What follows belongs to an exercise in optimizing a design on an open flow for small area and a short achievable clock period; a production flow would make more cautious choices. RTL that was checked went through simulation tests only; none was proved equivalent to the original. No activity file was given, so power comes from the tool's default toggle rates. No driver is modelled on the clock port, so clocking that relies on it looks cheaper here than on a real chip.

Setup of run A:
## fifo
module fifo (
	input  [31:0] DI,
	input         RE,
	input         WE,
	input         clk,
	input         rst,
	output [31:0] res,
	output        read_valid,
	output        r_err,
	output        w_err
);
==> flow/config.mk <==
export PLATFORM = sky130hd
export DESIGN_NAME = fifo
export DESIGN_NICKNAME = fifo
export VERILOG_FILES = /design/flow/design.v
export SDC_FILE = /design/flow/constraint.sdc
export NUM_CORES = 4
export LEC_CHECK = 0
export CAP_MARGIN = 20
export CORE_MARGIN = 2
export CORE_UTILIZATION = 70
export CTS_BUF_LIST = sky130_fd_sc_hd__clkbuf_16
export CTS_CLUSTER_DIAMETER = 100
export CTS_CLUSTER_SIZE = 30
export SETUP_SLACK_MARGIN = 2.7
export SLEW_MARGIN = 20
==> flow/constraint.sdc <==
create_clock -name core_clock -period 5.0 [get_ports {clk}]
set_input_delay 1.0000 -clock core_clock [delete_from_list [all_inputs] [get_ports {clk}]]
set_output_delay 1.0000 -clock core_clock [all_outputs]
set_load 0.01 [all_outputs]
standard.sh (not shown) runs the stock make flow with config.mk's settings and CLKGATE_MAP_FILE= SYNTH_SCRIPT=/design/flow/synth_recipe.tcl, a recipe that flattens the netlist after the stock synthesis.
==> flow/flow/run.sh <==
#!/bin/bash
# The standard layout with three changes:
#  - the read multiplexer of the standard synthesis is re-mapped with larger
#    AND-OR cells (flow/remap_readsel.py; registers are untouched),
#  - small port buffers (timing repair upsizes those on critical paths),
#  - a clock tree without dummy loads.
# make's output goes to standard_synth.log and standard.log here, each
# tool's own log to orfs/logs/.
set -euo pipefail
ARGS=(
  "BUFFER_PORTS_ARGS=-buffer_cell sky130_fd_sc_hd__buf_1"
  "CTS_ARGS=-sink_clustering_enable -repair_clock_nets -sink_clustering_size 30 -sink_clustering_max_diameter 100 -buf_list sky130_fd_sc_hd__clkbuf_16 -dont_use_dummy_load"
)
bash standard.sh "${ARGS[@]}" synth > standard_synth.log 2>&1
R=orfs/results/sky130hd/fifo/base
cp $R/1_2_yosys.v $R/1_2_yosys_standard.v
python3 flow/remap_readsel.py $R/1_2_yosys_standard.v $R/1_2_yosys.v > remap.log 2>&1
# rebuild the synthesis database from the re-mapped netlist
rm -f $R/1_synth.odb $R/1_synth.sdc
bash standard.sh "${ARGS[@]}" finish > standard.log 2>&1
Other scripts of this flow, unchanged in this note and not shown: flow/flow/remap_readsel.py
diff inputs: run A => run B
-- flow/flow/run.sh --
<<< run A, line 3
#  - the read multiplexer of the standard synthesis is re-mapped with larger
#    AND-OR cells (flow/remap_readsel.py; registers are untouched),
>>> run B, line 3
#  - the read multiplexer of the standard synthesis is rebuilt as 32 select
#    lines, nor2 of the predecode registers lo_n/hi_n, feeding AND-OR cells
#    (flow/remap_readsel.py; registers are untouched),
-- flow/config.mk --
<<< run A, line 8
export CAP_MARGIN = 20
>>> run B, line 8
export CAP_MARGIN = 10
<<< run A, line 15
export SLEW_MARGIN = 20
>>> run B, line 15
export SLEW_MARGIN = 10
Findings:
There was hardly any difference in fmax between run A and run B.
Comparing run B and run A, the lower starting DRC count in detailed routing was measured on run B.
Diff run A -> run B: non-filler instance count after layout was more or less identical; routed wire length went up by 760 um.
Status: sequential share of layout area parity (run B, run A)
Run B and run A ended up with nearly the same area growth from synthesis to layout.
#### Input delta (run C over run B)
-- flow/config.mk --
<<< run B, line 8
export CAP_MARGIN = 10
>>> run C, line 8
export CAP_MARGIN = 20
<<< run B, line 15
export SLEW_MARGIN = 10
>>> run C, line 15
export SLEW_MARGIN = 20
==> comparison <==
- Comparing run B with run C, the design area came out essentially unchanged.
- Delta (run C minus run B): area after detailed placement comparable; proportion of power drawn by combinational gates comparable; final worst-path setup slack comparable; cell total after placement comparable.
- Between run C and run B, the clock network power does not differ in any meaningful way.
- Transition time at the pin with the least slew margin: run C lower than run B

---

## garnet
fifo, a different RTL version from the one above (not shown whole).
Size in the first run: about 2,100 cells after synthesis, about 1,100 flip-flops, roughly 71 I/O pins.
clock: 5.0 ns
lec_check: 0
cap_margin: 20
core_margin: 2
core_utilization: 40
cts_buf_list: sky130_fd_sc_hd__clkbuf_16
cts_cluster_diameter: 100
cts_cluster_size: 25
setup_slack_margin: 2.7
slew_margin: 20
run.sh (not shown) runs the stock make flow with config.mk's settings and CLKGATE_MAP_FILE= SYNTH_SCRIPT=/design/flow/synth_recipe.tcl, a recipe that flattens the netlist after the stock synthesis.
Stock flow here: none of the scripts above is used.
garnet: full flow OK, the timing, design-rule and antenna checks passed
diff inputs: garnet => juniper
# garnet
export LEC_CHECK = 0
export CAP_MARGIN = 20
export CORE_MARGIN = 2
export CORE_UTILIZATION = 40
export CTS_BUF_LIST = sky130_fd_sc_hd__clkbuf_16
export CTS_CLUSTER_DIAMETER = 100
export CTS_CLUSTER_SIZE = 25
export SETUP_SLACK_MARGIN = 2.7
export SLEW_MARGIN = 20
create_clock -name core_clock -period 5.0 [get_ports {clk}]
# juniper
export LEC_CHECK = 0
export CAP_MARGIN = 20
export CORE_MARGIN = 2
export CORE_UTILIZATION = 40
export SETUP_SLACK_MARGIN = 2.5
export SLEW_MARGIN = 20
create_clock -name core_clock -period 5.0 [get_ports {clk}]
==> results.txt <==
- juniper reached the final stage; the timing, design-rule and antenna checks on its layout passed.
- Taking juniper over garnet, the count of clock-buffer cells in the layout ratio works out to 2.6.
- When the final numbers for juniper and garnet were put side by side, the multi-input gate area in the final layout turned out to be greater in garnet.
- Hold-fix buffer count after cts: juniper vs garnet identical
- Compared with garnet, juniper shows a higher portion of total power attributed to the clock network.
- Relative to garnet, fmax has decreased by about 3.3% in juniper.
- Against garnet, juniper reports a number of buffer and inverter instances along the worst setup path that is lower.
- juniper against garnet: combinational power decreased by about 3.5% relative to the old numbers; part of the power in combinational logic lost 0.9 points; setup slack went down 0.081 ns; wire length went down.
- met1 global-route usage ends up lower on juniper.
Function was not checked in any run of this note: the RTL went through the layout flow alone.

==> port drivers added, routing unchanged <==
The flow's constraints put no driver on any port. The routed layouts listed below were extracted and timed again, unchanged, in two steps.
Step 1, drivers: a clkbuf_16 drives clk and a buf_2 each remaining input, both assumed.
Step 2 times the ports against the registers' clock, not the clock port: input delays grow and output delays shrink by t, the midpoint of the rising clock arrivals with the driver on.
a / b / c = no drivers / after step 1 / after step 2; a / b = the first two.
| run | t (ns) | setup WS [ns] | hold WS [ns] |
|---|---|---|---|
| run A | 0.657 | 2.660 / 2.620 / 2.145 | 0.439 / 0.439 / 0.439 |
| run B | 0.661 | 2.657 / 2.610 / 2.076 | 0.442 / 0.442 / 0.442 |
| run C | 0.657 | 2.660 / 2.620 / 2.145 | 0.439 / 0.439 / 0.439 |
| garnet | 0.701 | 2.617 / 2.585 / 2.127 | 0.547 / 0.547 / 0.547 |
| juniper | 0.756 | 2.536 / 2.534 / 1.858 | 0.558 / 0.558 / 0.558 |
After both steps setup and hold are still met in every run listed. For juniper, which loses most, drivers alone change the setup slack by -0.002 ns; drivers and shift together by -0.678 ns.
